Background: an optimization exercise with open tools, aiming at a short achievable clock period and few clock cycles. Do not read the settings as production practice.
Only simulation tests tie the RTL to the original design; equivalence was not proved.
No activity file was given, so power comes from the tool's default toggle rates.

--- design/flow/design.v ---
module flopenrc 
#(parameter WIDTH = 8) (
	input logic clk,
  input logic rst_n,
  input logic en,
  input logic clear,
	input logic [WIDTH-1:0] d,
	output logic [WIDTH-1:0] q
);
always @(posedge clk) begin
  if(~rst_n) begin
    q <= 0;
  end else if(clear) begin
    q <= 0;
  end else if(en) begin
    q <= d;
  end
end
endmodule
module ram32x32 (
  input logic clk,
  input logic rst_n,
  input logic i_we,
  input logic [ 4:0] i_waddr,
  input logic [31:0] i_wdata,
  input logic [ 4:0] i_raddr1,
  input logic [ 4:0] i_raddr2,
  output logic [31:0] o_rdata1,
  output logic [31:0] o_rdata2
);
logic [31:0] data_ram_cell [0:31];
always_ff @(posedge clk) begin
  if (~rst_n) begin
    for (int i = 0; i < 32; i++) data_ram_cell[i] <= 32'b0;
  end else if (i_we) begin
    data_ram_cell[i_waddr] <= i_wdata;
  end
end
assign o_rdata1 = data_ram_cell[i_raddr1];
assign o_rdata2 = data_ram_cell[i_raddr2];
endmodule
module riscv_reg(
  input logic clk,
  input logic rst_n,
  input logic i_re1,
  input logic [4:0]  i_raddr1,
  input logic i_re2,
  input logic [4:0]  i_raddr2,
  input logic i_we,
  input logic [4:0] i_waddr,
  input logic [31:0] i_wdata,
  output logic [31:0] o_rdata1,
  output logic [31:0] o_rdata2
);
logic override1;
logic override2;
logic [31:0] or_rdata1;
logic [31:0] or_rdata2;
assign o_rdata1 = override1 ? 32'b0 : or_rdata1;
assign o_rdata2 = override2 ? 32'b0 : or_rdata2;
assign override1 = ~i_re1 || i_raddr1 == 5'b00000;
assign override2 = ~i_re2 || i_raddr2 == 5'b00000;
ram32x32 regfile(
  .clk(clk),
  .rst_n(rst_n),
  .i_we(i_we),
  .i_waddr(i_waddr),
  .i_wdata(i_wdata),
  .i_raddr1(i_raddr1),
  .i_raddr2(i_raddr2),
  .o_rdata1(or_rdata1),
  .o_rdata2(or_rdata2)
);
endmodule
module riscv_if(
  input logic clk,
  input logic rst_n,
  input logic i_ex_jmp,
  input logic i_id_jmp,
  input logic i_stall,
  input logic [31:0] i_boot_addr,
  input logic [31:0] i_ex_target,
  input logic [31:0] i_id_target, 
  output logic [31:0] o_pc,
  output logic [31:0] o_instr,
  output logic [31:0] o_imem_addr,
  input  logic [31:0] i_imem_data
);
logic [31:0] npc;
assign o_imem_addr = npc;
always_comb begin
  if (i_ex_jmp) begin
    npc = i_ex_target;
  end else if (i_id_jmp) begin
    npc = i_id_target;
  end else if (~i_stall) begin
    npc = o_pc;
  end else begin
    npc = o_pc + 4;
  end
end
always_ff @(posedge clk) begin
  if (~rst_n) begin
    o_instr <= 32'b0;
  end else if (~i_stall) begin
    o_instr <= o_instr;
  end else begin
    o_instr <= i_imem_data;
  end 
end
always_ff @(posedge clk) begin
  if (~rst_n) begin
    o_pc <= {i_boot_addr[31:2], 2'b00} - 4;
  end else begin
    o_pc <= npc;
  end
end
endmodule
module riscv_id(
  input logic [31:0] i_instr,
  output logic [6:0] o_opcode,
  output logic [6:0] o_funct7,
  output logic [2:0] o_funct3,
  output logic [31:0] o_imm_num,
  output logic o_src1_reg_en,
  output logic o_src2_reg_en,
  output logic [4:0] o_src1_reg_addr, 
  output logic [4:0] o_src2_reg_addr,
  output logic o_jal,
  output logic o_alures2reg,
  output logic o_memory2reg,
  output logic o_mem_write,
  output logic [4:0] o_dst_reg_addr
);
parameter OP_LUI    = 7'b0110111;
parameter OP_AUIPC  = 7'b0010111;
parameter OP_JAL    = 7'b1101111;
parameter OP_JALR   = 7'b1100111;
parameter OP_BRANCH = 7'b1100011;
parameter OP_LOAD   = 7'b0000011;
parameter OP_STORE  = 7'b0100011;
parameter OP_ALI    = 7'b0010011;  
parameter OP_ALR    = 7'b0110011;  
assign {o_funct7, o_src2_reg_addr, o_src1_reg_addr, o_funct3, o_dst_reg_addr, o_opcode} = i_instr;
localparam UKNOWN_TYPE = 3'd0, R_TYPE = 3'd1, I_TYPE = 3'd2, S_TYPE = 3'd3, B_TYPE = 3'd4, U_TYPE = 3'd5, J_TYPE = 3'd6;
logic [2:0] instr_type;
assign o_jal = (o_opcode == OP_JAL);
assign o_memory2reg = (o_opcode == OP_LOAD);
assign o_mem_write = (o_opcode == OP_STORE);
assign o_alures2reg = (o_opcode == OP_LUI || o_opcode == OP_AUIPC ||
                       o_opcode == OP_JAL || o_opcode == OP_JALR ||
                       o_opcode == OP_ALI || o_opcode == OP_ALR );
always_comb begin
  case(o_opcode)
    OP_LUI : instr_type = U_TYPE;
    OP_AUIPC : instr_type = U_TYPE;
    OP_JAL : instr_type = J_TYPE;
    OP_JALR : instr_type = I_TYPE;
    OP_BRANCH : instr_type = B_TYPE;
    OP_LOAD : instr_type = I_TYPE;
    OP_STORE : instr_type = S_TYPE;
    OP_ALI : instr_type = I_TYPE;
    OP_ALR : instr_type = R_TYPE;
    default : instr_type = UKNOWN_TYPE;
  endcase
end
always_comb begin
  case(instr_type)
    I_TYPE : o_imm_num = {{20{i_instr[31]}}, i_instr[31:20]};
    S_TYPE : o_imm_num = {{20{i_instr[31]}}, i_instr[31:25], i_instr[11:7]};
    B_TYPE : o_imm_num = {{20{i_instr[31]}}, i_instr[7], i_instr[30:25], i_instr[11:8], 1'b0};
    U_TYPE : o_imm_num = {i_instr[31:12], 12'h0};
    J_TYPE : o_imm_num = {{12{i_instr[31]}}, i_instr[19:12], i_instr[20], i_instr[30:21], 1'b0};
    default: o_imm_num = 0;
  endcase
end
always_comb begin
  case(instr_type)
    R_TYPE : {o_src2_reg_en, o_src1_reg_en} = 2'b11;
    I_TYPE : {o_src2_reg_en, o_src1_reg_en} = 2'b01;
    S_TYPE : {o_src2_reg_en, o_src1_reg_en} = 2'b11;
    B_TYPE : {o_src2_reg_en, o_src1_reg_en} = 2'b11;
    default: {o_src2_reg_en, o_src1_reg_en} = 2'b00;
  endcase
end
endmodule
module riscv_alu(
  input logic [6:0] i_opcode,
  input logic [6:0] i_funct7,
  input logic [2:0] i_funct3,
  input logic [31:0] i_num1,
  input logic [31:0] i_num2,
  input logic [31:0] i_imm_num,
  input logic [31:0] i_pc,
  output logic o_if_branch,
  output logic [31:0] o_num,
  output logic [31:0] o_pc
);
parameter OP_JALR   = 7'b1100111;
parameter OP_BRANCH = 7'b1100011;
parameter OP_BEQ    = 3'b000;
parameter OP_BNE    = 3'b001;
parameter OP_BLT    = 3'b100;
parameter OP_BGE    = 3'b101;
parameter OP_BLTU   = 3'b110;
parameter OP_BGEU   = 3'b111;
logic [ 4:0] shamt, shamt_rs;
logic [31:0] num1_plus_imm;
logic [31:0] pc_plus_imm;
logic signed [31:0] i_num1s, i_num2s, i_imm_nums;
assign shamt         = i_imm_num[4:0];
assign shamt_rs      = i_num2[4:0];
assign num1_plus_imm = i_num1 + i_imm_num;
assign pc_plus_imm   = i_pc + i_imm_num;
assign i_num1s       = i_num1;
assign i_num2s       = i_num2;
assign i_imm_nums    = i_imm_num;
always_comb begin : PC_handle
  case(i_opcode)
    OP_JALR: begin
      o_if_branch = 1'b1;
      o_pc        = {num1_plus_imm[31:1], 1'b0};
    end   
    OP_BRANCH: begin
      case(i_funct3)
        OP_BEQ:  o_if_branch = (i_num1  == i_num2 );
        OP_BNE:  o_if_branch = (i_num1  != i_num2 );
        OP_BLT:  o_if_branch = (i_num1s <  i_num2s);
        OP_BGE:  o_if_branch = (i_num1s >= i_num2s);
        OP_BLTU: o_if_branch = (i_num1  <  i_num2 );
        OP_BGEU: o_if_branch = (i_num1  >= i_num2 );
        default: o_if_branch = 1'b0;  
      endcase
      o_pc        = pc_plus_imm;
    end
    default: begin
      o_if_branch = 1'b0;  
      o_pc        = 32'b0;
    end
  endcase
end
always_comb begin : ONUM_handle
  casex({i_funct7,i_funct3,i_opcode})
    17'bxxxxxxx_xxx_0110111: o_num = i_imm_num;      
    17'bxxxxxxx_xxx_0010111: o_num = pc_plus_imm;    
    17'bxxxxxxx_xxx_110x111: o_num = i_pc + 4;       
    17'bxxxxxxx_000_0010011: o_num = num1_plus_imm;  
    17'bxxxxxxx_010_0010011: o_num = (i_num1s < i_imm_nums) ? 1 : 0;  
    17'bxxxxxxx_011_0010011: o_num = (i_num1 < i_imm_num) ? 1 : 0;  
    17'bxxxxxxx_100_0010011: o_num = i_num1 ^ i_imm_num;  
    17'bxxxxxxx_110_0010011: o_num = i_num1 | i_imm_num;  
    17'bxxxxxxx_111_0010011: o_num = i_num1 & i_imm_num;  
    17'b0000000_001_0010011: o_num = i_num1 << shamt;  
    17'b0000000_101_0010011: o_num = i_num1 >> shamt;  
    17'b0100000_101_0010011: o_num = i_num1s >>> shamt;  
    17'b0000000_000_0110011: o_num = i_num1 + i_num2;  
    17'b0100000_000_0110011: o_num = i_num1 - i_num2;  
    17'b0000000_001_0110011: o_num = i_num1 << shamt_rs;  
    17'b0000000_010_0110011: o_num = (i_num1s < i_num2s) ? 1 : 0;  
    17'b0000000_011_0110011: o_num = (i_num1 < i_num2) ? 1 : 0;  
    17'b0000000_100_0110011: o_num = i_num1 ^ i_num2;  
    17'b0000000_101_0110011: o_num = i_num1 >> shamt_rs;  
    17'b0100000_101_0110011: o_num = i_num1s >>> shamt_rs;  
    17'b0000000_110_0110011: o_num = i_num1 | i_num2;  
    17'b0000000_111_0110011: o_num = i_num1 & i_num2;  
    default:                 o_num = 0;  
  endcase
end
endmodule
module riscv_mem(
  input logic i_re,
  input logic i_we,
  input logic [2:0] i_funct3,
  input logic [31:0] i_addr,
  input logic [31:0] i_wdata,
  output logic [31:0] o_rdata,
  output logic [31:0] o_dmem_rd_addr,
  input  logic [31:0] i_dmem_rd_data,
  output logic o_dmem_wr_req,
  output logic [3:0] o_dmem_wr_be,
  output logic [31:0] o_dmem_wr_addr,
  output logic [31:0] o_dmem_wr_data
);
logic [31:0] addr_bus;
logic [1:0] addr_lsb;
logic [31:0] rdata;
logic [3:0] byte_enable;
logic [31:0] wdata;
assign addr_bus = {i_addr[31:2], 2'b00};
assign addr_lsb = i_addr[1:0];
assign o_dmem_rd_addr = i_re ? addr_bus : 32'b0;
assign rdata = i_dmem_rd_data;
assign o_dmem_wr_req = i_we;
assign o_dmem_wr_be = i_we ? byte_enable : 4'h0;
assign o_dmem_wr_addr = i_we ? addr_bus : 32'b0;
assign o_dmem_wr_data = i_we ? wdata : 32'b0;
always_comb begin
  casex(i_funct3)
    3'bx00: begin
      if (addr_lsb == 2'b00) begin 
        byte_enable = 4'b0001;
      end else if (addr_lsb == 2'b01) begin
        byte_enable = 4'b0010;
      end else if (addr_lsb == 2'b10) begin
        byte_enable = 4'b0100;
      end else begin
        byte_enable = 4'b1000;
      end
    end
    3'bx01: begin
      if (addr_lsb == 2'b00) begin 
        byte_enable = 4'b0011;
      end else if (addr_lsb == 2'b10) begin
        byte_enable = 4'b1100;
      end else begin
        byte_enable = 4'b0000;
      end
    end
    3'b010: begin
      if (addr_lsb == 2'b00) begin 
        byte_enable = 4'b1111;
      end else begin
        byte_enable = 4'b0000;
      end   
    end
    default: begin
      byte_enable = 4'b0000;
    end
  endcase
end
always_comb begin
  casex(i_funct3)
    3'bx00: begin
      if (addr_lsb == 2'b00) begin 
        wdata = {24'b0, i_wdata[7:0]};
      end else if (addr_lsb == 2'b01) begin
        wdata = {16'b0, i_wdata[7:0], 8'b0};
      end else if (addr_lsb == 2'b10) begin
        wdata = {8'b0, i_wdata[7:0], 16'b0};
      end else begin
        wdata = {i_wdata[7:0], 24'b0};
      end
    end
    3'bx01: begin
      if (addr_lsb == 2'b00) begin 
        wdata = {16'b0, i_wdata[15:0]};
      end else if (addr_lsb == 2'b10) begin
        wdata = {i_wdata[15:0], 16'b0};
      end else begin
        wdata = 32'b0;
      end
    end
    3'b010: begin
      if (addr_lsb == 2'b00) begin 
        wdata = i_wdata;
      end else begin
        wdata = 32'b0;
      end   
    end
    default: begin
      wdata = 32'b0;
    end
  endcase
end
always_comb begin
  if(i_re) begin
    case(i_funct3)
      3'b000: if (addr_lsb==2'b00) o_rdata = {{24{rdata[7]}}, rdata[7:0]};
              else if(addr_lsb==2'b01) o_rdata = {{24{rdata[15]}}, rdata[15:8]};
              else if(addr_lsb==2'b10) o_rdata = {{24{rdata[23]}}, rdata[23:16]};
              else o_rdata = {{24{rdata[31]}}, rdata[31:24]};
      3'b100: if (addr_lsb==2'b00) o_rdata = {24'b0, rdata[7:0]};
              else if(addr_lsb==2'b01) o_rdata = {24'b0, rdata[15: 8]};
              else if(addr_lsb==2'b10) o_rdata = {24'b0, rdata[23:16]};
              else o_rdata = {24'b0, rdata[31:24]};
      3'b001: if (addr_lsb==2'b00) o_rdata = {{16{rdata[15]}}, rdata[15:0]};
              else if(addr_lsb==2'b10) o_rdata = {{16{rdata[31]}}, rdata[31:16]};
              else o_rdata = 0;
      3'b101: if (addr_lsb==2'b00) o_rdata = {16'b0, rdata[15:0]};
              else if(addr_lsb==2'b10) o_rdata = {16'b0, rdata[31:16]};
              else o_rdata = 0;
      3'b010: if(addr_lsb==2'b00) o_rdata = rdata;
              else o_rdata = 0;
      default: o_rdata = 0;
    endcase
  end else begin
    o_rdata = 0;
  end
end
endmodule
module riscv_hazard(
  input logic clk,
  input logic rst_n,
  input logic i_src1_reg_en,
  input logic i_src2_reg_en,
  input logic [4:0] i_src1_reg_addr,
  input logic [4:0] i_src2_reg_addr,
  input logic i_dst_reg_enE,
  input logic i_dst_reg_enM,
  input logic i_dst_reg_enB,
  input logic [4:0] i_dst_reg_addrE,
  input logic [4:0] i_dst_reg_addrM,
  input logic [4:0] i_dst_reg_addrB,
  input logic i_jalD,  
  input logic i_ex_branchE,
  input logic i_bus_stallM,
  output logic o_stallFD,o_flushFD,
  output logic o_stallDE,o_flushDE,
  output logic o_stallEM,o_flushEM,
  output logic o_stallMB,o_flushMB,
  output logic o_stallF
);
logic [3:0] pipeline_stall;
logic [3:0] pipeline_flush;
logic stall_bus, stall_conflict;
assign {o_flushFD,o_flushDE,o_flushEM,o_flushMB} = pipeline_flush;
assign {o_stallFD,o_stallDE,o_stallEM,o_stallMB} = pipeline_stall;
assign o_stallF = stall_bus & stall_conflict;
always_comb begin
  if (~rst_n) begin
    pipeline_flush = 4'b0000;
    stall_conflict = 1'b1;
  end else if (i_ex_branchE) begin
    pipeline_flush = 4'b1100;
    stall_conflict = 1'b1;
  end else if (i_src1_reg_en && i_src1_reg_addr != 5'b00000) begin
    if (i_dst_reg_enE && i_dst_reg_addrE == i_src1_reg_addr) begin
      pipeline_flush = 4'b0100;
      stall_conflict = 1'b0;
    end else if (i_dst_reg_enM && i_dst_reg_addrM == i_src1_reg_addr) begin
      pipeline_flush = 4'b0100;
      stall_conflict = 1'b0;
    end else if (i_dst_reg_enB && i_dst_reg_addrB == i_src1_reg_addr) begin
      pipeline_flush = 4'b0100;
      stall_conflict = 1'b0;
    end else if (i_src2_reg_en && i_src2_reg_addr != 5'b00000) begin
      if (i_dst_reg_enE && i_dst_reg_addrE == i_src2_reg_addr) begin
        pipeline_flush = 4'b0100;
        stall_conflict = 1'b0;
      end else if (i_dst_reg_enM && i_dst_reg_addrM == i_src2_reg_addr) begin
        pipeline_flush = 4'b0100;
        stall_conflict = 1'b0;
      end else if (i_dst_reg_enB && i_dst_reg_addrB == i_src2_reg_addr) begin
        pipeline_flush = 4'b0100;
        stall_conflict = 1'b0;
      end else begin
        pipeline_flush = 4'b0000;
        stall_conflict = 1'b1;
      end
    end else begin
      pipeline_flush = 4'b0000;
      stall_conflict = 1'b1;
    end
  end else if (i_src2_reg_en && i_src2_reg_addr != 5'b00000) begin
    if (i_dst_reg_enE && i_dst_reg_addrE == i_src2_reg_addr) begin
      pipeline_flush = 4'b0100;
      stall_conflict = 1'b0;
    end else if (i_dst_reg_enM && i_dst_reg_addrM == i_src2_reg_addr) begin
      pipeline_flush = 4'b0100;
      stall_conflict = 1'b0;
    end else if (i_dst_reg_enB && i_dst_reg_addrB == i_src2_reg_addr) begin
      pipeline_flush = 4'b0100;
      stall_conflict = 1'b0;
    end else begin
      pipeline_flush = 4'b0000;
      stall_conflict = 1'b1;
    end
  end else if (i_jalD) begin
    pipeline_flush = 4'b1000;
    stall_conflict = 1'b1;
  end else begin
    pipeline_flush = 4'b0000;
    stall_conflict = 1'b1;
  end
end
always_comb begin
  stall_bus = 1;
  if (~rst_n) begin
    pipeline_stall = 4'b1111;
    stall_bus = 1;
  end else if (i_bus_stallM) begin
    pipeline_stall = 4'b0001;
    stall_bus = 0;
  end else if (i_src1_reg_en && i_src1_reg_addr != 5'b00000) begin
    if (i_dst_reg_enE && i_dst_reg_addrE == i_src1_reg_addr) begin
      pipeline_stall = 4'b0111;
    end else if (i_dst_reg_enM && i_dst_reg_addrM == i_src1_reg_addr) begin
      pipeline_stall = 4'b0111;
    end else if (i_dst_reg_enB && i_dst_reg_addrB == i_src1_reg_addr) begin
      pipeline_stall = 4'b0111;
    end else if (i_src2_reg_en && i_src2_reg_addr != 5'b00000) begin
      if (i_dst_reg_enE && i_dst_reg_addrE == i_src2_reg_addr) begin
        pipeline_stall = 4'b0111;
      end else if (i_dst_reg_enM && i_dst_reg_addrM == i_src2_reg_addr) begin
        pipeline_stall = 4'b0111;
      end else if (i_dst_reg_enB && i_dst_reg_addrB == i_src2_reg_addr) begin
        pipeline_stall = 4'b0111;
      end else begin
        pipeline_stall = 4'b1111;
      end
    end else begin
      pipeline_stall = 4'b1111;
    end
  end else if (i_src2_reg_en && i_src2_reg_addr != 5'b00000) begin
    if (i_dst_reg_enE && i_dst_reg_addrE == i_src2_reg_addr) begin
      pipeline_stall = 4'b0111;
    end else if (i_dst_reg_enM && i_dst_reg_addrM == i_src2_reg_addr) begin
      pipeline_stall = 4'b0111;
    end else if (i_dst_reg_enB && i_dst_reg_addrB == i_src2_reg_addr) begin
      pipeline_stall = 4'b0111;
    end else begin
      pipeline_stall = 4'b1111;
    end
  end else begin
    pipeline_stall = 4'b1111;
    stall_bus = 1;
  end
end
endmodule
module riscv_pipeline(
  input logic clk,
  input logic rst_n,
  input logic [31:0] i_boot_addr,
  output logic [31:0] imem_rd_addr,
  input  logic [31:0] imem_rd_data,
  output logic [31:0] dmem_rd_addr,
  input  logic [31:0] dmem_rd_data,
  output logic        dmem_wr_req,
  output logic [3:0]  dmem_wr_be,
  output logic [31:0] dmem_wr_addr,
  output logic [31:0] dmem_wr_data
);
logic [31:2] pcF;         
logic [31:2] pcHn;        
wire  [31:2] pcH = ~pcHn;
logic        vD;
logic [31:0] instD;
logic [31:2] pcD;
logic        ptD;         
logic [31:2] ptgtD;       
logic [31:0] aE, bE, sdE;
logic        sdFwdE;       
logic [31:0] linkE;
logic [31:2] btgtE;
logic [31:2] pcE;
logic [31:2] ptgtE;
logic        ptE, jalE, ncE;    
logic [4:0]  rdE;
logic [2:0]  f3E;
logic        wenE, loadE, storeE, brE, jalrE, predE;
logic        eqBrE;         
logic [31:2] altE;          
logic        subE, arithE, cmpuE;
logic        selSumE, selLtE, selXorE, selOrE, selAndE, selSllE, selSrE, selLinkE;
logic [31:0] resM, sdM;        
logic [31:0] resMn;            
wire  [31:0] resMi = ~resMn;
logic [3:0]  beM;
logic [4:0]  rdM;
logic [2:0]  f3M;
logic        wenM, loadM, wreqM;
logic [31:0] resW;
logic [4:0]  rdW;
logic        wenW;
logic [31:0] rf [1:31];
logic [31:1] rfv;
assign imem_rd_addr = {pcF, 2'b00};
localparam NB = 8;
logic [NB-1:0] bV, bPt, bUn;
localparam TB = 11;              
logic [TB:2]   bPc [NB];
logic [31:2]   bTg [NB];
logic [1:0]    bCt [NB];
logic [2:0]    bPtr;
logic [NB-1:0] hitF;
logic [31:2]   btbTgtF;
always_comb begin
  btbTgtF = '0;
  for (int i = 0; i < NB; i++) begin
    hitF[i] = bPt[i] & (bPc[i] == pcH[TB:2]);
    btbTgtF = btbTgtF | ({30{hitF[i]}} & bTg[i]);
  end
end
wire btbTakeF = |hitF;
logic        uV, uTaken, uUn, uJalr;
logic [31:2] uPc, uTgt;
logic [NB-1:0] um;
always_comb for (int i = 0; i < NB; i++) um[i] = bV[i] & (bPc[i] == uPc[TB:2]);
wire uHit = |um;
wire [31:2] uTgtX = uJalr ? jtgtM : uTgt;
always_ff @(posedge clk) begin
  if (~rst_n) begin
    bV <= '0; bPt <= '0; bPtr <= '0;
  end else if (uV) begin
    if (uHit) begin
      for (int i = 0; i < NB; i++) if (um[i]) begin
        logic [1:0] c;
        c = uTaken ? ((bCt[i] == 2'b11) ? 2'b11 : bCt[i] + 2'd1)
                   : ((bCt[i] == 2'b00) ? 2'b00 : bCt[i] - 2'd1);
        bCt[i] <= c;
        bTg[i] <= uTgtX;
        bUn[i] <= uUn;
        bPt[i] <= uUn | c[1];
      end
    end else if (uTaken) begin
      bV[bPtr]  <= 1'b1;
      bPt[bPtr] <= 1'b1;
      bPc[bPtr] <= uPc[TB:2];
      bTg[bPtr] <= uTgtX;
      bCt[bPtr] <= 2'b10;
      bUn[bPtr] <= uUn;
      bPtr <= bPtr + 3'd1;
    end
  end
end
wire [4:0] opD  = instD[6:2];
wire [2:0] f3D  = instD[14:12];
wire [4:0] rdD  = instD[11:7];
wire [4:0] rs1D = instD[19:15];
wire [4:0] rs2D = instD[24:20];
logic isLuiD, isAuipcD, isJalD, isJalrD, isBrD, isLoadD, isStoreD, isAluiD, isAlurD;
logic use1D, use2D, wrD;
logic [31:0] immD;
wire isAluD = isAluiD | isAlurD;
wire [31:0] iF = imem_rd_data;
wire [4:0] opF = iF[6:2];
wire fLui   = opF == 5'b01101;
wire fAuipc = opF == 5'b00101;
wire fJal   = opF == 5'b11011;
wire fJalr  = opF == 5'b11001;
wire fBr    = opF == 5'b11000;
wire fLoad  = opF == 5'b00000;
wire fStore = opF == 5'b01000;
wire fAlui  = opF == 5'b00100;
wire fAlur  = opF == 5'b01100;
logic [31:0] immF;
always_comb begin
  if (fStore)            immF = {{20{iF[31]}}, iF[31:25], iF[11:7]};
  else if (fBr)          immF = {{20{iF[31]}}, iF[7], iF[30:25], iF[11:8], 1'b0};
  else if (fLui|fAuipc)  immF = {iF[31:12], 12'h0};
  else if (fJal)         immF = {{12{iF[31]}}, iF[19:12], iF[20], iF[30:21], 1'b0};
  else                   immF = {{20{iF[31]}}, iF[31:20]};
end
wire [31:0] pcD32 = {pcD, 2'b00};
wire [31:0] tgtD  = pcD32 + immD;
wire [31:0] link4D = pcD32 + 32'd4;
logic [31:0] resE;        
logic [31:0] mresM;       
logic [31:0] ldM;         
wire [31:0] rf1 = (rs1D != 5'd0 && rfv[rs1D]) ? rf[rs1D] : 32'd0;
wire [31:0] rf2 = (rs2D != 5'd0 && rfv[rs2D]) ? rf[rs2D] : 32'd0;
wire e1 = wenE & (rdE == rs1D);
wire m1 = wenM & (rdM == rs1D);
wire w1 = wenW & (rdW == rs1D);
wire e2 = wenE & (rdE == rs2D);
wire m2 = wenM & (rdM == rs2D);
wire w2 = wenW & (rdW == rs2D);
wire [31:0] rs1q = (m1 & ~loadM) ? resMi : w1 ? resW : rf1;
wire [31:0] rs2q = (m2 & ~loadM) ? resMi : w2 ? resW : rf2;
wire        aFromE = e1 & ~isLuiD & ~isAuipcD;
wire        aSelSum = aFromE & selSumE;
wire        aSelOth = aFromE & ~selSumE;
wire        aSelLd  = ~e1 & m1 & loadM & ~isLuiD & ~isAuipcD;
wire        aSelQ   = ~aFromE & ~aSelLd;
wire [31:0] aQ      = isLuiD ? 32'd0 : (isAuipcD ? pcD32 : rs1q);
wire        bReg    = use2D & ~isStoreD;
wire        bFromE  = e2 & bReg;
wire        bSelSum = bFromE & selSumE;
wire        bSelOth = bFromE & ~selSumE;
wire        bSelLd  = bReg & ~e2 & m2 & loadM;
wire        bSelQ   = ~bFromE & ~bSelLd;
wire [31:0] bQ      = bReg ? rs2q : immD;
wire        sdSelLd = m2 & loadM;
logic misE, jmisE;
logic misM, jmisM;
logic killQ;
logic [31:2] altM, jtgtM, btgtM;
logic        fixM;       
wire redirM = misM | jmisM;
logic fmisE, zQ;
wire killE  = redirM | zQ;
wire vDk     = vD & ~redirM & ~killQ & ~zQ;
wire stallD  = vDk & loadE & ((use1D & (rdE == rs1D)) | (use2D & ~isStoreD & (rdE == rs2D)));
wire predD   = ~ptD & (isJalD | (isBrD & instD[31]));    
wire redirD  = vDk & predD & ~stallD;
wire goD     = vDk & ~stallD;               
wire keepF   = ~redirM;
wire selHold = keepF & stallD;
wire selRedD = keepF & ~stallD & redirD;
wire seqOk   = keepF & ~stallD & ~redirD;
wire selBtb  = seqOk & btbTakeF;
wire selSeq  = seqOk & ~btbTakeF;
wire [31:2] pcInc = pcH + 30'd1;
wire [31:2] newR  = ({30{misM & ~fixM}} & altM)
                  | ({30{misM & fixM}}  & btgtM)
                  | ({30{jmisM}}   & jtgtM)
                  | ({30{selHold}} & pcH)
                  | ({30{selRedD}} & tgtD[31:2])
                  | ({30{selBtb}}  & btbTgtF)
                  | ({30{selSeq}}  & pcInc);
wire [31:2] newF  = fmisE ? altE : newR;
always_ff @(posedge clk) begin
  if (~rst_n) begin
    pcF   <= i_boot_addr[31:2];
    pcHn  <= ~i_boot_addr[31:2];
    vD    <= 1'b0;
    killQ <= 1'b0;
    zQ    <= 1'b0;
  end else begin
    zQ    <= fmisE;
    pcF <= newF;
    pcHn <= ~newF;
    if (~stallD) vD <= ~redirD;
    killQ <= redirM;
  end
end
always_ff @(posedge clk) begin
  if (~stallD) begin
    instD <= imem_rd_data;
    isLuiD <= fLui; isAuipcD <= fAuipc; isJalD <= fJal; isJalrD <= fJalr; isBrD <= fBr;
    isLoadD <= fLoad; isStoreD <= fStore; isAluiD <= fAlui; isAlurD <= fAlur;
    use1D <= fJalr | fBr | fLoad | fStore | fAlui | fAlur;
    use2D <= fBr | fStore | fAlur;
    wrD   <= (fLui | fAuipc | fJal | fJalr | fLoad | fAlui | fAlur) & (iF[11:7] != 5'd0);
    immD  <= immF;
    pcD   <= pcH;
    ptD   <= btbTakeF;
    ptgtD <= btbTgtF;
  end
end
always_ff @(posedge clk) begin
  if (~rst_n) begin
    wenE <= 1'b0; loadE <= 1'b0; storeE <= 1'b0; brE <= 1'b0; jalrE <= 1'b0; jalE <= 1'b0; ncE <= 1'b0;
    eqBrE <= 1'b0;
  end else begin
    jalE   <= goD & isJalD;
    ncE    <= goD & ~isJalD & ~isJalrD & ~isBrD;
    wenE   <= goD & wrD;
    loadE  <= goD & isLoadD;
    storeE <= goD & isStoreD;
    brE    <= goD & isBrD;
    eqBrE  <= goD & isBrD & ~f3D[2];
    jalrE  <= goD & isJalrD;
  end
end
always_ff @(posedge clk) begin
  aE    <= ({32{aSelSum}} & sumE) | ({32{aSelOth}} & resOE) | ({32{aSelLd}} & ldM) | ({32{aSelQ}} & aQ);
  bE    <= ({32{bSelSum}} & sumE) | ({32{bSelOth}} & resOE) | ({32{bSelLd}} & ldM) | ({32{bSelQ}} & bQ);
  sdE   <= sdSelLd ? ldM : rs2q;
  sdFwdE <= e2;
  linkE <= link4D;
  btgtE <= tgtD[31:2];
  rdE   <= rdD;
  f3E   <= f3D;
  predE <= ptD | instD[31];
  altE  <= (ptD | instD[31]) ? link4D[31:2] : tgtD[31:2];
  ptE   <= ptD;
  ptgtE <= ptgtD;
  pcE   <= pcD;
  subE  <= isAlurD & (f3D == 3'b000) & instD[30];
  arithE <= instD[30];
  cmpuE <= isBrD ? f3D[1] : f3D[0];
  selSumE  <= isLuiD | isAuipcD | isLoadD | isStoreD | (isAluD & f3D == 3'b000);
  selLtE   <= isAluD & (f3D == 3'b010 || f3D == 3'b011);
  selXorE  <= isAluD & f3D == 3'b100;
  selOrE   <= isAluD & f3D == 3'b110;
  selAndE  <= isAluD & f3D == 3'b111;
  selSllE  <= isAluD & f3D == 3'b001;
  selSrE   <= isAluD & f3D == 3'b101;
  selLinkE <= isJalD | isJalrD;
end
wire [31:0] sumE = aE + (bE ^ {32{subE}}) + {31'd0, subE};
wire ltuE = aE < bE;
wire ltE  = (aE[31] ^ bE[31]) ? (cmpuE ? bE[31] : aE[31]) : ltuE;
wire eqE  = aE == bE;
wire [31:0] sllE = aE << bE[4:0];
wire signed [31:0] aEs = aE;
wire [31:0] sraE = aEs >>> bE[4:0];
wire [31:0] srE  = arithE ? sraE : (aE >> bE[4:0]);
logic [31:0] resOE;      
assign resOE = ({32{selLtE}}   & {31'd0, ltE})
            | ({32{selXorE}}  & (aE ^ bE))
            | ({32{selOrE}}   & (aE | bE))
            | ({32{selAndE}}  & (aE & bE))
            | ({32{selSllE}}  & sllE)
            | ({32{selSrE}}   & srE)
            | ({32{selLinkE}} & linkE);
assign resE = ({32{selSumE}} & sumE) | resOE;
wire condE  = f3E[2] ? ltE : eqE;
wire takenE = condE ^ f3E[0];
logic jeqE;
always_comb begin
  logic c;
  jeqE = 1'b1;
  c = (aE[1] & bE[1]) | ((aE[1] ^ bE[1]) & aE[0] & bE[0]);
  for (int i = 2; i < 32; i++) begin
    if ((aE[i] ^ bE[i] ^ c) != ptgtE[i]) jeqE = 1'b0;
    c = (aE[i] & bE[i]) | ((aE[i] ^ bE[i]) & ~ptgtE[i]);
  end
end
wire tgtOkE = ptgtE == btgtE;
assign fmisE  = eqBrE & ~killE & (eqE ^ f3E[0] ^ predE);
assign misE   = ~killE & ((brE & ~eqBrE & (takenE ^ predE))
                        | (brE & takenE & predE & ptE & ~tgtOkE)
                        | (jalE & ptE & ~tgtOkE)
                        | (ncE & ptE));
assign jmisE  = jalrE & ~killE & ~(ptE & jeqE);
logic [3:0]  beE;
logic [31:0] sdalE;
wire  [31:0] sdv = sdFwdE ? mresM : sdE;
always_comb begin
  case (f3E[1:0])
    2'b00:   begin beE = 4'b0001 << sumE[1:0];         sdalE = {4{sdv[7:0]}};  end
    2'b01:   begin beE = sumE[1] ? 4'b1100 : 4'b0011;  sdalE = {2{sdv[15:0]}}; end
    default: begin beE = 4'b1111;                      sdalE = sdv;            end
  endcase
end
always_ff @(posedge clk) begin
  if (~rst_n) begin
    wenM <= 1'b0; loadM <= 1'b0; wreqM <= 1'b0; uV <= 1'b0; misM <= 1'b0; jmisM <= 1'b0;
  end else begin
    uV    <= (brE | jalrE | jalE) & ~killE;
    wenM  <= wenE & ~killE;
    loadM <= loadE & ~killE;
    wreqM <= storeE & ~killE;
    misM  <= misE;
    jmisM <= jmisE;
  end
end
always_ff @(posedge clk) begin
  resM <= resE;
  resMn <= ~resE;
  altM  <= (jalE | (brE & ~predE)) ? btgtE : linkE[31:2];
  btgtM <= btgtE;
  fixM  <= brE & takenE & ptE & ~tgtOkE;
  jtgtM <= sumE[31:2];
  uPc    <= pcE;
  uTgt   <= btgtE;
  uJalr  <= jalrE;
  uTaken <= ~brE | takenE;
  uUn    <= ~brE;
  sdM  <= sdalE;
  beM  <= beE;
  rdM  <= rdE;
  f3M  <= f3E;
end
assign dmem_rd_addr = resM;
assign dmem_wr_req  = wreqM;
assign dmem_wr_be   = beM;
assign dmem_wr_addr = resM;
assign dmem_wr_data = sdM;
logic [3:0]  lbSelM;             
logic        hi1M, hi3M;         
logic        ldWM;               
logic [3:0]  sxBM;               
logic        sxH1M, sxH3M;       
wire  [1:0]  aoE = sumE[1:0];
always_ff @(posedge clk) begin
  lbSelM[0] <= (f3E[1:0] == 2'b00 & aoE == 2'd0) | (f3E[1:0] == 2'b01 & ~aoE[1]) | f3E[1];
  lbSelM[1] <= (f3E[1:0] == 2'b00 & aoE == 2'd1);
  lbSelM[2] <= (f3E[1:0] == 2'b00 & aoE == 2'd2) | (f3E[1:0] == 2'b01 & aoE[1]);
  lbSelM[3] <= (f3E[1:0] == 2'b00 & aoE == 2'd3);
  hi1M      <= (f3E[1:0] == 2'b01 & ~aoE[1]) | f3E[1];
  hi3M      <= (f3E[1:0] == 2'b01 & aoE[1]);
  ldWM      <= f3E[1];
  for (int k = 0; k < 4; k++) sxBM[k] <= (f3E == 3'b000) & (aoE == 2'(k));
  sxH1M     <= (f3E == 3'b001) & ~aoE[1];
  sxH3M     <= (f3E == 3'b001) & aoE[1];
end
wire [7:0] ln0 = dmem_rd_data[7:0],   ln1 = dmem_rd_data[15:8];
wire [7:0] ln2 = dmem_rd_data[23:16], ln3 = dmem_rd_data[31:24];
wire extB = (sxBM[0] & ln0[7]) | (sxBM[1] & ln1[7]) | (sxBM[2] & ln2[7]) | (sxBM[3] & ln3[7]);
wire extH = (sxH1M & ln1[7]) | (sxH3M & ln3[7]);
assign ldM[7:0]   = ({8{lbSelM[0]}} & ln0) | ({8{lbSelM[1]}} & ln1) | ({8{lbSelM[2]}} & ln2) | ({8{lbSelM[3]}} & ln3);
assign ldM[15:8]  = ({8{hi1M}} & ln1) | ({8{hi3M}} & ln3) | {8{extB}};
assign ldM[31:16] = ldWM ? {ln3, ln2} : {16{extB | extH}};
assign mresM = loadM ? ldM : resMi;
always_ff @(posedge clk) begin
  if (~rst_n) wenW <= 1'b0;
  else        wenW <= wenM;
end
always_ff @(posedge clk) begin
  resW <= mresM;
  rdW  <= rdM;
end
always_ff @(posedge clk) begin
  if (~rst_n) rfv <= '0;
  else if (wenW) rfv[rdW] <= 1'b1;
end
always_ff @(posedge clk) begin
  if (wenW) rf[rdW] <= resW;
end
endmodule
--- design/flow/flow/run.sh ---
#!/bin/bash
set -euo pipefail
bash standard.sh SETUP_SLACK_MARGIN=7 GPL_TIMING_DRIVEN=1 MATCH_CELL_FOOTPRINT=0 \
  'BUFFER_PORTS_ARGS=-buffer_cell sky130_fd_sc_hd__buf_4' finish > make_finish.log 2>&1
--- design/flow/standard.sh ---
#!/bin/bash
# synth_recipe.tcl (not shown) runs the flow's synth.tcl, then flattens the netlist and writes it again
# the make line also repeats each setting of config.mk as NAME=value (left out here)
make -C /OpenROAD-flow-scripts/flow DESIGN_CONFIG=/design/flow/config.mk WORK_HOME=/design/flow/orfs CLKGATE_MAP_FILE= SYNTH_SCRIPT=/design/flow/synth_recipe.tcl "${@:-finish}"
--- design/flow/config.mk ---
export PLATFORM = sky130hd
export DESIGN_NAME = riscv_pipeline
export DESIGN_NICKNAME = riscv_pipeline
export VERILOG_FILES = /design/flow/design.v
export SDC_FILE = /design/flow/constraint.sdc
export NUM_CORES = 4
export LEC_CHECK = 0
export CAP_MARGIN = 20
export CORE_MARGIN = 2
export CORE_UTILIZATION = 40
export SLEW_MARGIN = 20
--- design/flow/constraint.sdc ---
create_clock -name core_clock -period 10.0 [get_ports {clk}]
set_input_delay 2.0000 -clock core_clock [delete_from_list [all_inputs] [get_ports {clk}]]
set_output_delay 2.0000 -clock core_clock [all_outputs]
set_load 0.01 [all_outputs]
==> impl_metrics.json, run 1 <==
{
  "worstHoldStart": "instD[7]",
  "post-route-cell-area_um2": 128100,
  "synth_most_common_cell": "edfxtp_1",
  "outcome": "finished clean",
  "start_kind": "flip-flop",
  "hold_depth": 0,
  "h-tree-depth": 4,
  "synthTopCellsByArea": "edfxtp_1 43%, mux4_2 14%, dfxtp_1 13%, mux2i_1 2.5%, ha_1 2.2%",
  "cts_sinks": 2097,
  "critPathBufInv": 1,
  "die_height_um": 505.4,
  "dp_slack_ns": 4.611,
  "drtIter0Drc": 9281,
  "synth_top_area_share": 0.4289,
  "tightest_slew_ns": 1.146,
  "wl_met3_um": 32820,
  "synth_top_area_cell": "edfxtp_1",
  "clock_path_buffers": 3,
  "wl_met2_um": 182300,
  "drcViolationCount": 0,
  "start_util": 0.4011,
  "grt_max_degree": 66,
  "fin_tns_setup_ns": 0,
  "finalHoldViolCount": 0,
  "fmax_mhz": 287.2,
  "grt_pass1_vias": 70497,
  "path_cells": "buf_6",
  "cp_slowest_cell": "dfxtp_4",
  "period_needed_ns": 3.482,
  "vias": 72882,
  "rsz0062_at_grt": "yes",
  "syn-cell-area_um2": 100500,
  "p_leak_nw": 45.25,
  "vias_per_cell": 6.200,
  "final_cells": 11756,
  "layout.nets": 8473,
  "hold_buffers": 0,
  "cp.arrival_ns": 1.48,
  "place_inst": 10700,
  "synth_warnings": 1,
  "synth_edf_count": 1436,
  "die_x_um": 505.4,
  "ys_seq_area_frac": 0.5605,
  "antenna_found_initial": 27,
  "drt-total-wl_um": 395200,
  "top_layer": "met5",
  "regToRegStartpoint": "subE",
  "setup_viol": 0,
  "multi_input_area_um2": 47390,
  "slowest_delay_ns": 0.43,
  "wl_met1_um": 149500,
  "relSlewSlack": 0.2304,
  "cts_root_buf": "clkbuf_16",
  "dp_hpwl_um": 247800,
  "grt_pass1_wl_um": 542000,
  "crit_type": "flip-flop to primary output",
  "period_share": 0.3482,
  "grt_overflow": 0,
  "skew_ns": 0.1016,
  "required_ns": 8.00,
  "seq_area_um2": 56770,
  "drive_gt1_frac": 0.3784,
  "dieArea_um2": 255400,
  "p_per_area_nw_per_um2": 172.7,
  "path_max_fanout": 2,
  "core_area_um2": 250700,
  "ios": 231,
  "max_cap_violations": 0,
  "ff2ff_setup_slack_ns": 6.59,
  "drtPass1Iterations": 6,
  "dpl_cell_area_um2": 106600,
  "hp-class": "flip-flop to flip-flop",
  "grtUsageTotal": 0.2979,
  "rows": 184,
  "syn_avg_cell_area_um2": 13.47,
  "timing.rr.end": "resM[31]",
  "area_delta_synth_final_pct": 27.36,
  "path_delay_family": "flip-flops",
  "path_depth": 1,
  "antenna_left": 0,
  "endpoint_kind": "primary output",
  "ir_worst_vdd_mv": 0.1875,
  "reg2reg_depth": 14,
  "cts_tree": "built",
  "n_fill_cell": 20779,
  "ys.flop_type": "edfxtp_1",
  "synth_cell_types": 102,
  "worstHoldEndpoint": "rdE[0]",
  "synth_common_cells": "1,436 x edfxtp_1, 661 x dfxtp_1, 625 x mux4_2, 547 x nor2_1, 397 x nand2_1",
  "final_core_util": 0.5108,
  "postSynth.asyncResetShare": 0,
  "cts_inserted_buffers": 219,
  "worst_skew_pair.late_latency_ns": 0.95,
  "wl_per_cell_um": 33.61,
  "gp_congestion": 0.9761,
  "drv_slew": 0,
  "postSynthCellCount": 7464,
  "clk_pin_slew_ns": 0.06,
  "synth_seq_cells": 2097,
  "finalWorstSetupSlack_ns": 6.518,
  "portBuffers": 224
}
-- cells by family (layout without fill, tap and decap cells) --
group | after synthesis | count (layout) | synth area share
mux | 1016 | 1016 | 0.1806
flops | 2097 | 2097 | 0.5605
simple gates | 1530 | 1545 | 0.07080
xor+xnor | 415 | 415 | 0.03637
fa+ha+maj | 179 | 179 | 0.02242
other cells | 1 | 20 | 0.00003730
buf+inv | 755 | 1664 | 0.03123
compound gates | 1471 | 1472 | 0.09806
-- metrics by stage --
step / hold slack (ns) / total power, mW
2_1_floorplan: 0.3096 / 11.62
3_3_place_gp: 0.3137 / 12.69
3_5_place_dp: 0.3136 / 12.72
4_1_cts: 0.3016 / 21.83
5_1_grt: 0.3099 / 22.66
6_report: 0.2925 / 22.11
-- cells in the final DEF (no fill, tap or decap), types with 64 or more instances in the layout --
cell	count
a21oi_1	262
a22oi_1	79
buf_12	101
buf_4	543
buf_6	284
clkbuf_16	259
dfxtp_1	461
dfxtp_2	133
dfxtp_4	67
edfxtp_1	1436
ha_1	107
inv_1	203
mux2_2	121
mux2i_1	185
mux4_2	625
nand2_1	353
nand3_1	117
nand4_1	66
nor2_1	472
o211ai_1	67
o21ai_0	206
o21ai_1	64
xnor2_1	181
xor2_1	187
-- how the worst max path moves through the flow --
| stage | from | end |
|---|---|---|
| 2_1_floorplan | rst_n | bTg[0][0] |
| 3_3_place_gp | bE[1] | pcF[26] |
| 3_5_place_dp | bE[1] | pcF[26] |
| 4_1_cts | resM[15] | dmem_wr_addr[15] |
| 5_1_grt | resM[15] | dmem_wr_addr[15] |
| 6_report | resM[15] | dmem_wr_addr[15] |
-- repair_timing --
action,CTS,global route
gates resized for setup,1223,571
pin swaps,192,256
endpoints found under the setup margin,983,690
buffers inserted,371,196
gates cloned,40,14
-- final cells by class --
type / count / share of cell area
antenna: 18 / 0.0003517
clock buffer: 276 / 0.04733
clock inverter: 139 / 0.01289
inverter: 242 / 0.007846
multi-input combinational: 4629 / 0.3701
sequential: 2097 / 0.4433
tap: 3348 / 0.03271
timing repair buffer: 1006 / 0.08536
timing repair inverter: 1 / 0.0001270
-- routing by layer --
metal  GRT usage  up-vias
met2      0.4674     4028
met5           0        -
met1      0.3836    37456
li1            -    30419
met4      0.1936        2
met3     0.04813      977
-- sequential cells by signal, indices dropped and copies added, names as in the netlist, 32 cells and up, named ones only --
name and count:
rf 992, resMn 32, resW 32, sdE 32, bPc 80, bTg 240, bE 32, immD 32
resM 32, aE 32, sdM 32
-- report_power, final --
group          switching (mW)  leakage (nW)  internal (mW)  total, mW
Clock                    3.67          3.80           4.96       8.63
Combinational            1.84          22.6           1.44       3.28
Sequential              0.481          18.9           9.72       10.2
Total                    5.99          45.3           16.1       22.1
Testbench counts, summed over its fixed seeds: cycles 25,327.
==> run 2, diff against run 1 <==
--- a/design/flow/design.v
+++ b/design/flow/design.v
@@ -539,6 +539,7 @@
 logic        ptD;         
 logic [31:2] ptgtD;       
 logic [31:0] aE, bE, sdE;
+logic [31:0] bAddE;            
 logic        sdFwdE;       
 logic [31:0] linkE;
 logic [31:2] btgtE;
@@ -746,6 +747,8 @@
 always_ff @(posedge clk) begin
   aE    <= ({32{aSelSum}} & sumE) | ({32{aSelOth}} & resOE) | ({32{aSelLd}} & ldM) | ({32{aSelQ}} & aQ);
   bE    <= ({32{bSelSum}} & sumE) | ({32{bSelOth}} & resOE) | ({32{bSelLd}} & ldM) | ({32{bSelQ}} & bQ);
+  bAddE <= (({32{bSelSum}} & sumE) | ({32{bSelOth}} & resOE) | ({32{bSelLd}} & ldM) | ({32{bSelQ}} & bQ))
+           ^ {32{isAlurD & (f3D == 3'b000) & instD[30]}};
   sdE   <= sdSelLd ? ldM : rs2q;
   sdFwdE <= e2;
   linkE <= link4D;
@@ -769,7 +772,7 @@
   selSrE   <= isAluD & f3D == 3'b101;
   selLinkE <= isJalD | isJalrD;
 end
-wire [31:0] sumE = aE + (bE ^ {32{subE}}) + {31'd0, subE};
+wire [31:0] sumE = aE + bAddE + {31'd0, subE};
 wire ltuE = aE < bE;
 wire ltE  = (aE[31] ^ bE[31]) ? (cmpuE ? bE[31] : aE[31]) : ltuE;
 wire eqE  = aE == bE;
==> impl_metrics.json, run 2 <==
{
  "die_x_um": 510.0,
  "ios": 231,
  "synth_common_cells": "1,436 x edfxtp_1, 693 x dfxtp_1, 618 x mux4_2, 525 x nor2_1, 450 x nand2_1",
  "final_cell_mix": "1,436 x edfxtp_1, 618 x mux4_2, 556 x buf_4",
  "ys_seq_area_frac": 0.5564,
  "synth_cell_types": 90,
  "seq_power_share": 0.452,
  "cts_root_buf": "clkbuf_16",
  "tightest_slew_ns": 1.184,
  "gp_congestion": 0.9911,
  "reg_top3": "rf x992, bTg x240, bPc x80",
  "crit_type": "flip-flop to flip-flop",
  "cp_slowest_cell": "or4_4",
  "drtPass1Iterations": 6,
  "endpoint_kind": "flip-flop",
  "die_height_um": 510.0,
  "grt_overflow": 0,
  "grtUsageTotal": 0.3049,
  "wl_per_cell_um": 34.14,
  "postSynth.asyncResetShare": 0,
  "clock_path_buffers": 3,
  "grt_util_met2": 0.4722,
  "grt_max_degree": 86,
  "portBuffers": 224,
  "p_per_area_nw_per_um2": 179.2,
  "syn_avg_cell_area_um2": 13.27,
  "ir_worst_vdd_mv": 0.1886,
  "rsz0062_at_grt": "yes",
  "hold_buffers": 0,
  "synth_edf_count": 1436,
  "p_total_mw": 23.17,
  "grt_util_met3": 0.06243,
  "dpl_cell_area_um2": 109000,
  "setup_viol": 0,
  "dp_slack_ns": 4.843,
  "switchingPower_mw": 6.612,
  "power_frac_clock": 0.371,
  "cts_sinks": 2129,
  "busiest_layer": "met2",
  "cts_tree": "built",
  "fin_tns_setup_ns": 0,
  "drv_slew": 0,
  "layout.nets": 8687,
  "path_delay_family": "compound AO/OA/AOI/OAI gates",
  "vias_per_cell": 6.352,
  "largest_reg_flops": 992,
  "skew_ns": 0.09294,
  "start_kind": "flip-flop",
  "ys.flop_type": "edfxtp_1",
  "drcViolationCount": 0,
  "vias": 76102,
  "comb_power_share": 0.177,
  "synth_most_common_cell": "edfxtp_1",
  "final_core_util": 0.5082,
  "period_needed_ns": 3.590,
  "worst_hold_slack_ns": 0.2906,
  "synth_top_area_share": 0.4210,
  "worst_path_most_repeated_cell": "or4_4",
  "fmax_mhz": 278.5,
  "use_met1": 0.3920,
  "slowest_delay_ns": 0.60,
  "start_util": 0.4027,
  "dieArea_um2": 260100,
  "path_cells": "inv_4 > ha_4 > or4_4 > or4_4 > o21a_1 > o31ai_4 > clkbuf_16 > a221oi_1 > o21ai_1 > o31a_1",
  "p_leak_nw": 45.78,
  "relSlewSlack": 0.2098,
  "required_ns": 10.71,
  "place_inst": 10972,
  "grt_pass1_wl_um": 561300,
  "synthTopCellsByArea": "edfxtp_1 42%, mux4_2 14%, dfxtp_1 14%, mux2i_1 2.5%, ha_1 2.1%",
  "grt_pass1_vias": 72815,
  "p_sw_frac": 0.2854,
  "post-route-cell-area_um2": 129300,
  "drtIter0Drc": 10734,
  "worst_skew_pair.late_latency_ns": 0.91,
  "core_area_um2": 254400,
  "finalWorstSetupSlack_ns": 6.410,
  "rows": 185,
  "dp_hpwl_um": 253700,
  "outcome": "finished clean",
  "path_max_fanout": 10,
  "drt-total-wl_um": 409100,
  "cts_inserted_buffers": 222,
  "area_delta_synth_final_pct": 26.22,
  "synth_seq_cells": 2129,
  "finalHoldViolCount": 0,
  "synth_top_area_cell": "edfxtp_1",
  "synth_warnings": 1,
  "period_share": 0.3590,
  "top_register": "rf",
  "p_int_mw": 16.56,
  "final_common_cell": "edfxtp_1",
  "final_cells": 11981,
  "syn-cell-area_um2": 102400,
  "drive_gt1_frac": 0.3674,
  "clk_pin_slew_ns": 0.07,
  "h-tree-depth": 4,
  "antenna_left": 0,
  "hp-class": "flip-flop to flip-flop",
  "antenna_found_initial": 27,
  "max_cap_violations": 0,
  "cp.arrival_ns": 4.30,
  "postSynthCellCount": 7719,
  "critPathBufInv": 2
}
[run 2: cell types whose count changed after synthesis, sizes merged, moves of 26 or more]
cell	before	now
nand2	398	450
xor2	207	159
clkbuf	304	351
mux2	136	174
dfxtp	661	693
a22oi	92	122
nand3	136	165
inv	237	264
o21a	28	55
buf	209	183
[run 2: logic make-up (layout without fill, tap and decap cells)]
family | Yosys count | count (layout) | share of synthesized area
AND/OR/NAND/NOR | 1599 | 1606 | 0.07200
other | 1 | 16 | 0.00003661
XOR/XNOR | 392 | 392 | 0.03352
flip-flops | 2129 | 2129 | 0.5564
adder cells (fa/ha/maj) | 186 | 186 | 0.02277
buffers and inverters | 801 | 1674 | 0.03181
AO/OA/AOI/OAI | 1565 | 1566 | 0.1036
multiplexers | 1046 | 1046 | 0.1798
[run 2: final cells by class]
cell class / instances / area (um^2)
Antenna cell: 14 / 35.03
Clock buffer: 276 / 5922
Clock inverter: 139 / 1674
Fill cell: 21123 / 125100
Inverter: 267 / 1089
Multi-Input combinational cell: 4798 / 48280
Sequential cell: 2129 / 57380
Tap cell: 3366 / 4212
Timing Repair Buffer: 992 / 10690
[run 2: worst paths after layout]
check | startpoint | to | slack (ns) | cells past startpoint
worst min register to register | ptgtD[26] | ptgtE[26] | 0.29 | 0
worst min-delay path | ptgtD[26] | ptgtE[26] | 0.29 | 0
worst max register to register | aE[31] | pcF[16] | 6.41 | 10
worst max-delay path | aE[31] | pcF[16] | 6.41 | 10
[run 2: power by group through the flow]
| stage | clock [mW] | sequential [mW] | combinational [mW] |
|---|---|---|---|
| 5_1_grt | 9.03 | 10.5 | 4.23 |
| 3_5_place_dp | 0 | 10.7 | 2.92 |
| 6_report | 8.61 | 10.5 | 4.10 |
| 3_3_place_gp | 0 | 10.7 | 2.90 |
| 2_1_floorplan | 0 | 10.4 | 1.90 |
| 4_1_cts | 8.67 | 10.4 | 3.70 |
[run 2: worst reg2reg max path: cells and delay by family, from the launching register on]
kind	cells	cell delay, ns
AOI/OAI and AO/OA	5	1.33
and+or+nand+nor	2	1.16
adders and majority gates	1	0.24
DFF	1	0.37
buffers and inverters	2	0.34
[run 2: repair_timing]
| action | CTS | global route |
|---|---|---|
| endpoints found under the hold margin | 0 | 0 |
| gates cloned | 43 | 5 |
| buffers inserted | 364 | 167 |
| setup endpoints to repair | 955 | 578 |
| pin swaps | 239 | 245 |
| gates resized for setup | 1222 | 438 |
[run 2: routing by layer]
layer  wire length [um]  part of all wire
met1             151600              0.37
met2             185800              0.45
met3              40510             0.099
met4              31080             0.076
met5                 74           0.00018
Testbench counts of run 2, summed over its fixed seeds: cycles 25,327.
==> run 3, diff against run 2 <==
--- a/design/flow/design.v
+++ b/design/flow/design.v
@@ -539,7 +539,6 @@
 logic        ptD;         
 logic [31:2] ptgtD;       
 logic [31:0] aE, bE, sdE;
-logic [31:0] bAddE;            
 logic        sdFwdE;       
 logic [31:0] linkE;
 logic [31:2] btgtE;
@@ -551,7 +550,7 @@
 logic        wenE, loadE, storeE, brE, jalrE, predE;
 logic        eqBrE;         
 logic [31:2] altE;          
-logic        subE, arithE, cmpuE;
+logic        selSubE, arithE, cmpuE;
 logic        selSumE, selLtE, selXorE, selOrE, selAndE, selSllE, selSrE, selLinkE;
 logic [31:0] resM, sdM;        
 logic [31:0] resMn;            
@@ -650,12 +649,8 @@
 logic [31:0] ldM;         
 wire [31:0] rf1 = (rs1D != 5'd0 && rfv[rs1D]) ? rf[rs1D] : 32'd0;
 wire [31:0] rf2 = (rs2D != 5'd0 && rfv[rs2D]) ? rf[rs2D] : 32'd0;
-wire e1 = wenE & (rdE == rs1D);
-wire m1 = wenM & (rdM == rs1D);
-wire w1 = wenW & (rdW == rs1D);
-wire e2 = wenE & (rdE == rs2D);
-wire m2 = wenM & (rdM == rs2D);
-wire w2 = wenW & (rdW == rs2D);
+logic e1, m1, w1, e2, m2, w2;
+logic stallQ;             
 wire [31:0] rs1q = (m1 & ~loadM) ? resMi : w1 ? resW : rf1;
 wire [31:0] rs2q = (m2 & ~loadM) ? resMi : w2 ? resW : rf2;
 wire        aFromE = e1 & ~isLuiD & ~isAuipcD;
@@ -681,7 +676,7 @@
 logic fmisE, zQ;
 wire killE  = redirM | zQ;
 wire vDk     = vD & ~redirM & ~killQ & ~zQ;
-wire stallD  = vDk & loadE & ((use1D & (rdE == rs1D)) | (use2D & ~isStoreD & (rdE == rs2D)));
+wire stallD  = vDk & stallQ;
 wire predD   = ~ptD & (isJalD | (isBrD & instD[31]));    
 wire redirD  = vDk & predD & ~stallD;
 wire goD     = vDk & ~stallD;               
@@ -715,6 +710,26 @@
     killQ <= redirM;
   end
 end
+wire use1F   = fJalr | fBr | fLoad | fStore | fAlui | fAlur;
+wire use2nsF = fBr | fAlur;
+always_ff @(posedge clk) begin
+  if (~rst_n) begin
+    e1 <= 1'b0; m1 <= 1'b0; w1 <= 1'b0; e2 <= 1'b0; m2 <= 1'b0; w2 <= 1'b0; stallQ <= 1'b0;
+  end else if (stallD) begin
+    e1 <= 1'b0;          e2 <= 1'b0;
+    m1 <= e1 & ~killE;   m2 <= e2 & ~killE;
+    w1 <= m1;            w2 <= m2;
+    stallQ <= 1'b0;
+  end else begin
+    e1 <= goD & wrD & (rdD == iF[19:15]);
+    e2 <= goD & wrD & (rdD == iF[24:20]);
+    m1 <= wenE & ~killE & (rdE == iF[19:15]);
+    m2 <= wenE & ~killE & (rdE == iF[24:20]);
+    w1 <= wenM & (rdM == iF[19:15]);
+    w2 <= wenM & (rdM == iF[24:20]);
+    stallQ <= goD & isLoadD & ((use1F & (rdD == iF[19:15])) | (use2nsF & (rdD == iF[24:20])));
+  end
+end
 always_ff @(posedge clk) begin
   if (~stallD) begin
     instD <= imem_rd_data;
@@ -747,8 +762,6 @@
 always_ff @(posedge clk) begin
   aE    <= ({32{aSelSum}} & sumE) | ({32{aSelOth}} & resOE) | ({32{aSelLd}} & ldM) | ({32{aSelQ}} & aQ);
   bE    <= ({32{bSelSum}} & sumE) | ({32{bSelOth}} & resOE) | ({32{bSelLd}} & ldM) | ({32{bSelQ}} & bQ);
-  bAddE <= (({32{bSelSum}} & sumE) | ({32{bSelOth}} & resOE) | ({32{bSelLd}} & ldM) | ({32{bSelQ}} & bQ))
-           ^ {32{isAlurD & (f3D == 3'b000) & instD[30]}};
   sdE   <= sdSelLd ? ldM : rs2q;
   sdFwdE <= e2;
   linkE <= link4D;
@@ -760,10 +773,10 @@
   ptE   <= ptD;
   ptgtE <= ptgtD;
   pcE   <= pcD;
-  subE  <= isAlurD & (f3D == 3'b000) & instD[30];
+  selSubE <= isAlurD & (f3D == 3'b000) & instD[30];
   arithE <= instD[30];
   cmpuE <= isBrD ? f3D[1] : f3D[0];
-  selSumE  <= isLuiD | isAuipcD | isLoadD | isStoreD | (isAluD & f3D == 3'b000);
+  selSumE  <= isLuiD | isAuipcD | isLoadD | isStoreD | (isAluD & f3D == 3'b000 & ~(isAlurD & instD[30]));
   selLtE   <= isAluD & (f3D == 3'b010 || f3D == 3'b011);
   selXorE  <= isAluD & f3D == 3'b100;
   selOrE   <= isAluD & f3D == 3'b110;
@@ -772,7 +785,8 @@
   selSrE   <= isAluD & f3D == 3'b101;
   selLinkE <= isJalD | isJalrD;
 end
-wire [31:0] sumE = aE + bAddE + {31'd0, subE};
+wire [31:0] sumE  = aE + bE;
+wire [31:0] diffE = aE - bE;
 wire ltuE = aE < bE;
 wire ltE  = (aE[31] ^ bE[31]) ? (cmpuE ? bE[31] : aE[31]) : ltuE;
 wire eqE  = aE == bE;
@@ -782,6 +796,7 @@
 wire [31:0] srE  = arithE ? sraE : (aE >> bE[4:0]);
 logic [31:0] resOE;      
 assign resOE = ({32{selLtE}}   & {31'd0, ltE})
+            | ({32{selSubE}}  & diffE)
             | ({32{selXorE}}  & (aE ^ bE))
             | ({32{selOrE}}   & (aE | bE))
             | ({32{selAndE}}  & (aE & bE))
==> impl_metrics.json, run 3 <==
{
  "period_share": 0.3744,
  "p_per_area_nw_per_um2": 180.6,
  "drv_slew": 0,
  "die_height_um": 506.1,
  "post-route-cell-area_um2": 127500,
  "drt-total-wl_um": 402500,
  "h-tree-depth": 4,
  "cts_inserted_buffers": 214,
  "max_cap_violations": 0,
  "cp.arrival_ns": 4.47,
  "drcViolationCount": 0,
  "dp_hpwl_um": 251900,
  "endpoint_kind": "flip-flop",
  "tightest_slew_ns": 1.197,
  "synth_top_area_share": 0.4273,
  "postSynthCellCount": 7502,
  "top_register": "rf",
  "cts_sinks": 2103,
  "largest_reg_flops": 992,
  "grt_pass1_wl_um": 548700,
  "multi_input_area_um2": 47940,
  "drive_gt1_frac": 0.3794,
  "postSynth.asyncResetShare": 0,
  "synth_top_area_cell": "edfxtp_1",
  "synth_most_common_cell": "edfxtp_1",
  "vias": 73818,
  "synth_edf_count": 1435,
  "ys.flop_type": "edfxtp_1",
  "layout.nets": 8402,
  "antenna_left": 0,
  "final_core_util": 0.5083,
  "hp-class": "flip-flop to flip-flop",
  "final_common_cell": "edfxtp_1",
  "required_ns": 10.73,
  "outcome": "finished clean",
  "gp_congestion": 0.9960,
  "seq_area_um2": 56920,
  "drtIter0Drc": 9630,
  "drtPass1Iterations": 9,
  "wl_per_cell_um": 34.39,
  "n_fill_cell": 20853,
  "reg_top3": "rf x992, bTg x240, bPc x80",
  "area_delta_synth_final_pct": 26.48,
  "vias_per_cell": 6.308,
  "clk_pin_slew_ns": 0.06,
  "synth_warnings": 1,
  "core_area_um2": 250900,
  "synth_seq_cells": 2103,
  "rsz0062_at_grt": "yes",
  "grt_util_met3": 0.05533,
  "finalHoldViolCount": 0,
  "grt_util_met2": 0.4859,
  "portBuffers": 224,
  "use_met1": 0.3779,
  "ff2ff_setup_slack_ns": 6.26,
  "crit_type": "flip-flop to flip-flop",
  "fin_tns_setup_ns": 0,
  "ys_seq_area_frac": 0.5599,
  "path_max_fanout": 6,
  "dpl_cell_area_um2": 107200,
  "final_cell_mix": "1,435 x edfxtp_1, 651 x mux4_2, 547 x buf_4",
  "rows": 184,
  "setup_viol": 0,
  "grt_overflow": 0,
  "synth_common_cells": "1,435 x edfxtp_1, 668 x dfxtp_1, 651 x mux4_2, 575 x nor2_1, 393 x nand2_1",
  "grt_pass1_vias": 70684,
  "relSlewSlack": 0.1966,
  "syn-cell-area_um2": 100800,
  "ios": 231,
  "grt_max_degree": 82,
  "period_needed_ns": 3.744,
  "clock_path_buffers": 3,
  "worst_skew_pair.late_latency_ns": 0.90,
  "antenna_found_initial": 20,
  "start_kind": "flip-flop",
  "die_x_um": 506.1,
  "busiest_layer": "met2",
  "cts_tree": "built",
  "fmax_mhz": 267.1,
  "skew_ns": 0.08516,
  "grtUsageTotal": 0.3019,
  "ir_worst_vdd_mv": 0.1719,
  "synth_cell_types": 104,
  "synthTopCellsByArea": "edfxtp_1 43%, mux4_2 15%, dfxtp_1 13%, mux2i_1 2.6%, nor2_1 2.1%",
  "p_leak_nw": 44.76,
  "start_util": 0.4019,
  "dieArea_um2": 256200,
  "cts_root_buf": "clkbuf_16",
  "syn_avg_cell_area_um2": 13.44
}
## run 3: cell count changes after synthesis, sizes merged, moves of 30 or more
cell   change
mux2      -42
nand3     -48
nand2     -56
nor2      +51
mux4      +33
ha        -30
## run 3: path summary, 6_finish.rpt
check        startpoint  endpoint  cells past startpoint
max              bE[22]   pcF[24]                     14
min            ptgtD[9]  ptgtE[9]                      0
max reg2reg      bE[22]   pcF[24]                     14
min reg2reg    ptgtD[9]  ptgtE[9]                      0
## run 3: cell families after synthesis
| kind of cell | Yosys count | synth area share |
|---|---|---|
| xor gates and xnor gates | 388 | 0.03370 |
| and+or+nand+nor | 1568 | 0.07180 |
| muxes | 1044 | 0.1860 |
| adders and majority gates | 156 | 0.01940 |
| buffers and inverters | 792 | 0.03167 |
| DFF | 2103 | 0.5599 |
| other | 1 | 0.00003718 |
| AOI/OAI and AO/OA | 1450 | 0.09747 |
## run 3: report_power, final
group | internal (mW) | switching, mW | total [mW] | leakage [nW]
logic | 1.84 | 2.45 | 4.29 | 22.3
clock network | 4.70 | 3.58 | 8.28 | 3.55
registers | 9.86 | 0.611 | 10.5 | 19.0
## run 3: cell type report
class | count | share of cell area
Multi-Input combinational cell | 4620 | 0.3759
Inverter | 259 | 0.008554
Clock buffer | 295 | 0.04736
Timing Repair inverter | 2 | 0.0001079
Clock inverter | 111 | 0.01003
Antenna cell | 10 | 0.0001962
Timing Repair Buffer | 955 | 0.07874
Sequential cell | 2103 | 0.4463
Tap cell | 3348 | 0.03284
## run 3: through the flow
stage          setup WS (ns)  power [mW]  instances  hold slack, ns
2_1_floorplan          6.393       12.23       7503          0.3096
3_3_place_gp           4.972       13.61      10699          0.3155
3_5_place_dp           4.969       13.65      10701          0.3147
4_1_cts                6.122       22.56      11473          0.3004
5_1_grt                6.241       23.59      11698          0.3077
6_report               6.256       23.04      11703          0.3064
## run 3: critical path: stages (launching register included)
cell and delay (ns):
dfxtp_4 0.38, inv_2 0.06, ha_4 0.25, or3_4 0.42
or3_4 0.44, or4_4 0.45, buf_6 0.14, buf_6 0.11
nand3_4 0.08, buf_12 0.15, nand2_8 0.09, buf_6 0.16
a221o_1 0.29, a21o_1 0.22, o31a_1 0.32
## run 3: what timing repair did
action                                   CTS  global route
hold buffers                               0             0
buffers inserted                         327           207
resized for setup                       1181           506
pin swaps                                247           243
endpoints found under the setup margin   927           639
gates cloned                              39            11
## run 3: metal layers
metal	vias up	share of wire
met1	38053	0.36
met3	1007	0.092
met5	-	0.000032
li1	30408	-
met2	4348	0.47
met4	2	0.076
Testbench counts of run 3, summed over its fixed seeds: cycles 25,327.

[afterwards: timing with drivers on the ports]
Ports are ideal in the flow. The routed layouts listed here were re-timed in OpenROAD. Step 1: set_driving_cell puts a clkbuf_16 on clk and a buf_2 on each other input, an assumption about the parent block. Step 2 adds t to the input delays and takes it off the output delays; t is the mean of the earliest and latest rising clock arrival at the registers after step 1. Input paths then give back, and output paths get back, about the clock's delay inside the block. Three values: ideal ports, drivers, drivers and shift; two values: the first two.
run	shift t [ns]	setup slack, ns	hold WS [ns]
run 1	0.975	6.518 / 6.437 / 5.692	0.292 / 0.292 / 0.292
run 2	0.966	6.410 / 6.410 / 5.698	0.291 / 0.291 / 0.291
run 3	0.952	6.256 / 6.256 / 5.744	0.306 / 0.306 / 0.306
After both steps setup and hold are still met in every run listed. For run 1, which loses most, drivers alone change the setup slack by -0.081 ns; drivers and shift together by -0.826 ns.
